This is an optimization exercise on Yosys and OpenROAD, whose aim is small area and a short achievable clock period, not a production implementation.
Where RTL was checked, it was by simulation tests only, not by an equivalence proof against the original.
No activity file was given, so power comes from the tool's default toggle rates.

Setup of main:
// ecliptic_top
module ecliptic_top
  (
   input wire          clk,
   input wire          nrst,
   input wire [31:0]   src1,
   input wire [31:0]   src2,
   input wire          bop_req,
   input wire [1:0]    bop_op,
   output logic [31:0] bop_res,
   output logic        bop_ack,
   input wire          cls_req,
   output logic [9:0]  cls_res,
   output logic        cls_ack,
   input wire          cmp_req,
   input wire [2:0]    cmp_op,
   output logic [31:0] cmp_res,
   output logic        cmp_invalid,
   output logic        cmp_ack,
   input wire          cvtw_req,
   input wire [1:0]    cvtw_rm,
   input wire          cvtw_unsigned,
   output logic [31:0] cvtw_res,
   output logic        cvtw_invalid,
   output logic        cvtw_inexact,
   output logic        cvtw_ack,
   input wire          cvts_req,
   input wire [1:0]    cvts_rm,
   input wire          cvts_unsigned,
   output logic [31:0] cvts_res,
   output logic        cvts_inexact,
   output logic        cvts_ack
   );
  logic bop_sign;
  always_comb begin
  ...
For scale: about 230 I/O pins, ~12000 um2 of cells after synthesis.
==> flow/config.mk <==
export PLATFORM = sky130hd
export DESIGN_NAME = ecliptic_top
export DESIGN_NICKNAME = ecliptic_top
export VERILOG_FILES = /design/flow/design.v
export SDC_FILE = /design/flow/constraint.sdc
export NUM_CORES = 4
export LEC_CHECK = 0
export ABC_AREA = 1
export CAP_MARGIN = 20
export CORE_MARGIN = 2
export CORE_UTILIZATION = 40
export CTS_BUF_LIST = sky130_fd_sc_hd__clkbuf_8
export SETUP_SLACK_MARGIN = 3.75
export SLEW_MARGIN = 20
export SYNTH_HIERARCHICAL = 1
==> flow/constraint.sdc <==
create_clock -name core_clock -period 7.5 [get_ports {clk}]
set_input_delay 1.5000 -clock core_clock [delete_from_list [all_inputs] [get_ports {clk}]]
set_output_delay 1.5000 -clock core_clock [all_outputs]
set_load 0.01 [all_outputs]
standard.sh (not shown) runs the stock make flow with config.mk's settings and CLKGATE_MAP_FILE= SYNTH_SCRIPT=/design/flow/synth_recipe.tcl, a recipe that flattens the netlist after the stock synthesis.
==> flow/flow/run.sh <==
#!/bin/bash
# Standard ORFS layout, with plain buf_1 cells as the port buffers
# instead of the default clkdlybuf4s50_1 delay cells.
set -euo pipefail
export BUFFER_PORTS_ARGS="-buffer_cell sky130_fd_sc_hd__buf_1"
bash standard.sh > standard.log 2>&1
Here is what was changed in the inputs of the feature branch compared with main.
- SETUP_SLACK_MARGIN: 3.75 -> 3.9
==> comparison <==
Delta(setup slack of the critical path after layout, the feature branch - main) > 0. The launching element of the worst setup path comes out src1[1] in one run and src1[31] in the other, namely in main and the feature branch respectively. Diff main -> the feature branch: transition time at the pin with the least slew margin increased by 0.073 ns relative to the old numbers, global-route usage increased by 0.51 points relative to the old numbers, wire length of the first global-routing pass increased by 1.8% relative to the old numbers, well-tap cell count closely matched the old numbers, footprint of the multi-input gates increased by 330 um2 relative to the old numbers. Against main, the feature branch comes in 2 higher on count of clock-buffer cells in the layout. Summary — sum of routed wire length over all layers, the feature branch relative to main: higher, by 4.0%. | weighted congestion reported at the end of routability-driven placement | the feature branch vs main | 2.4% lower |.
Function was not checked in any run of this note: the RTL went through the layout flow alone.

Another version of the RTL of ecliptic_top (not shown whole).
Size in the first run: roughly 2,100 cells after synthesis, roughly 140 flip-flops, ~12,000 um2 of cells after synthesis.
==> flow/config.mk <==
export PLATFORM = sky130hd
export DESIGN_NAME = ecliptic_top
export DESIGN_NICKNAME = ecliptic_top
export VERILOG_FILES = /design/flow/design.v
export SDC_FILE = /design/flow/constraint.sdc
export NUM_CORES = 4
export LEC_CHECK = 0
export ABC_AREA = 1
export CAP_MARGIN = 20
export CORE_MARGIN = 2
export CORE_UTILIZATION = 40
export SETUP_SLACK_MARGIN = 3.5
export SLEW_MARGIN = 20
export SYNTH_HIERARCHICAL = 1
==> flow/constraint.sdc <==
create_clock -name core_clock -period 7.5 [get_ports {clk}]
set_input_delay 1.5000 -clock core_clock [delete_from_list [all_inputs] [get_ports {clk}]]
set_output_delay 1.5000 -clock core_clock [all_outputs]
set_load 0.01 [all_outputs]
Scripts as last shown in full above: flow/flow/run.sh
The first run finished with timing, DRC and antenna clean.
==> next run, changes <==
Settings changed: SETUP_SLACK_MARGIN 3.5 to 3.75.
- final cell count rose by 0.77%
- via count goes up by 0.64%
- die area is unchanged
- global-route usage is higher by 1.1 points
- worst setup slack improves by 0.42 ns
- power falls by 0.53%
- fmax goes up by 11%
- worst hold slack degrades by 0.022 ns
- non-clock buffer count went up by 23
- first-iteration DRC count increases by 8.3%
Function was not checked in any run of this note: the RTL went through the layout flow alone.

ember:
ecliptic_top, a different RTL version from the one above (not shown whole).
For scale: ~2000 cells after synthesis, ~140 flip-flops, ~230 I/O pins.
clock: 7.5 ns
lec_check: 0
abc_area: 1
cap_margin: 20
core_margin: 2
core_utilization: 40
setup_slack_margin: 4.0
slew_margin: 20
Scripts as last shown in full above: flow/flow/run.sh
What umber does differently from ember at the input level:
Settings: SETUP_SLACK_MARGIN now 3.0, was 4.0; SYNTH_HIERARCHICAL now 1, previously not set.
### Flow results
When the final numbers for umber and ember were put side by side, the synthesized cell count turned out to be greater in umber.
umber against ember: fraction of power spent switching nets has remained practically unchanged; total of clock buffers placed in the layout has decreased; total routed wire length on the met1 layer has increased.
As of umber, routed wire length had fallen by a little under 10% compared to ember.
umber vs. ember: sequential share of layout area went up by 2.3 points.
Going from ember to umber, the die area was enlarged.
Against ember, umber comes in 1 higher on number of iterations in the first detailed-routing pass.
Relative to umber, the following input files were edited for willow:
Settings: changing SETUP_SLACK_MARGIN from 3.0 to 4.0.
[summary]
- willow vs umber: number of cells upsized or downsized after cts up in willow
- Register share of total power | willow below umber
- Delta(cell area power density, willow - umber) < 0
- Going from umber to willow, the fraction of area in clock buffers and inverters was found to have gone down by 0.77 points.
No run of this note included a check of the RTL's function; only the layout flow was run.

Another version of the RTL of ecliptic_top (not shown whole).
Size: roughly 1800 cells after synthesis, about 140 flip-flops, about 230 I/O pins, ~11000 um2 of cells after synthesis.
clock: 7.5 ns
lec_check: 0
abc_area: 1
cap_margin: 20
core_margin: 2
core_utilization: 40
cts_buf_list: sky130_fd_sc_hd__clkbuf_8
gpl_routability_driven: 0
gpl_timing_driven: 0
setup_slack_margin: 3.8
slew_margin: 20
synth_hierarchical: 1
tns_end_percent: 20
Scripts as last shown in full above: flow/flow/run.sh
==> next run, changes <==
SETUP_SLACK_MARGIN = 3.6   (was 3.8)
Result:
- wire length shrinks by 2.0%
- utilization shrinks by 2.9 points
- flip-flop and latch count is unchanged
- cell area shrinks by about 6%
- synthesized cell count does not change
- die area is unchanged
- final cell count shrinks by 1.2%
- via count shrinks by about 2%
==> next run, changes <==
SETUP_SLACK_MARGIN = 3.7   (was 3.6)
TNS_END_PERCENT = 30   (was 20)
Die area stays the same.
Cell area increases by about 1.9%.
Wire length rose by about 0.9%.
Via count grows by 0.45%.
Setup slack gains 91 ps.
Global-route usage is about the same.
Sequential share of layout area decreases by 0.39 points.
==> next run, changes <==
TNS_END_PERCENT = 10   (was 30)
=>
- power is lower by 0.72%
- synthesized area stays the same
- die area is unchanged
- setup slack loses 12 ps
- final area is lower by 1.3%
- utilization is lower by 0.66 points
- first-iteration DRC count stays flat
- final cell count is lower by 0.45%
- clock power barely changes
- via count hardly moves
==> next run, changes <==
TNS_END_PERCENT = 20   (was 10)
=> Die area does not change; global-route usage stays the same; clock power hardly moves; total power hardly moves; maximum frequency is higher by about 0.37%; worst hold slack barely changes; critical path depth stays the same; synthesized area does not change; sequential cell count stays the same; cell area barely changes; sequential share of layout area hardly moves.

==> what the ideal ports hide <==
No port has a modelled driver above. Below, the same layouts with a new extraction and two added sets of constraints. Step 1 assumes that a clkbuf_16 drives the clock port and a buf_2 every other input. Step 2 times the ports against the registers' clock, not the clock port: input delays grow and output delays shrink by t, the midpoint of the rising clock arrivals with the driver on. Three values: no drivers, after step 1, after step 2; two values: the first two.
run | t (ns) | setup slack, ns | clock arrival spread, ns
main | 0.526 | 3.822 / 3.783 / 3.325 | 0.019 / 0.018
the feature branch | 0.516 | 3.963 / 3.925 / 3.463 | 0.023 / 0.023
the first run of note 2 | 0.496 | 3.409 / 3.439 / 2.942 | 0.017 / 0.017
the second run of note 2 | 0.492 | 3.827 / 3.839 / 3.346 | 0.013 / 0.013
ember | 0.491 | 3.468 / 3.414 / 3.338 | 0.013 / 0.013
umber | 0.499 | 3.247 / 3.266 / 2.767 | 0.018 / 0.018
willow | 0.499 | 3.787 / 3.732 / 3.525 | 0.011 / 0.012
the first run of note 4 | 0.522 | 3.756 / 3.708 / 3.236 | 0.022 / 0.022
the second run of note 4 | 0.518 | 3.627 / 3.621 / 3.102 | 0.023 / 0.023
the third run of note 4 | 0.518 | 3.718 / 3.691 / 3.222 | 0.022 / 0.022
the fourth run of note 4 | 0.514 | 3.707 / 3.702 / 3.188 | 0.021 / 0.022
the fifth run of note 4 | 0.516 | 3.721 / 3.703 / 3.189 | 0.021 / 0.021
After both steps setup and hold are still met in every run listed. The setup slack of the fifth run of note 4, which loses most, moves by -0.018 ns with the drivers and by -0.532 ns with both steps.
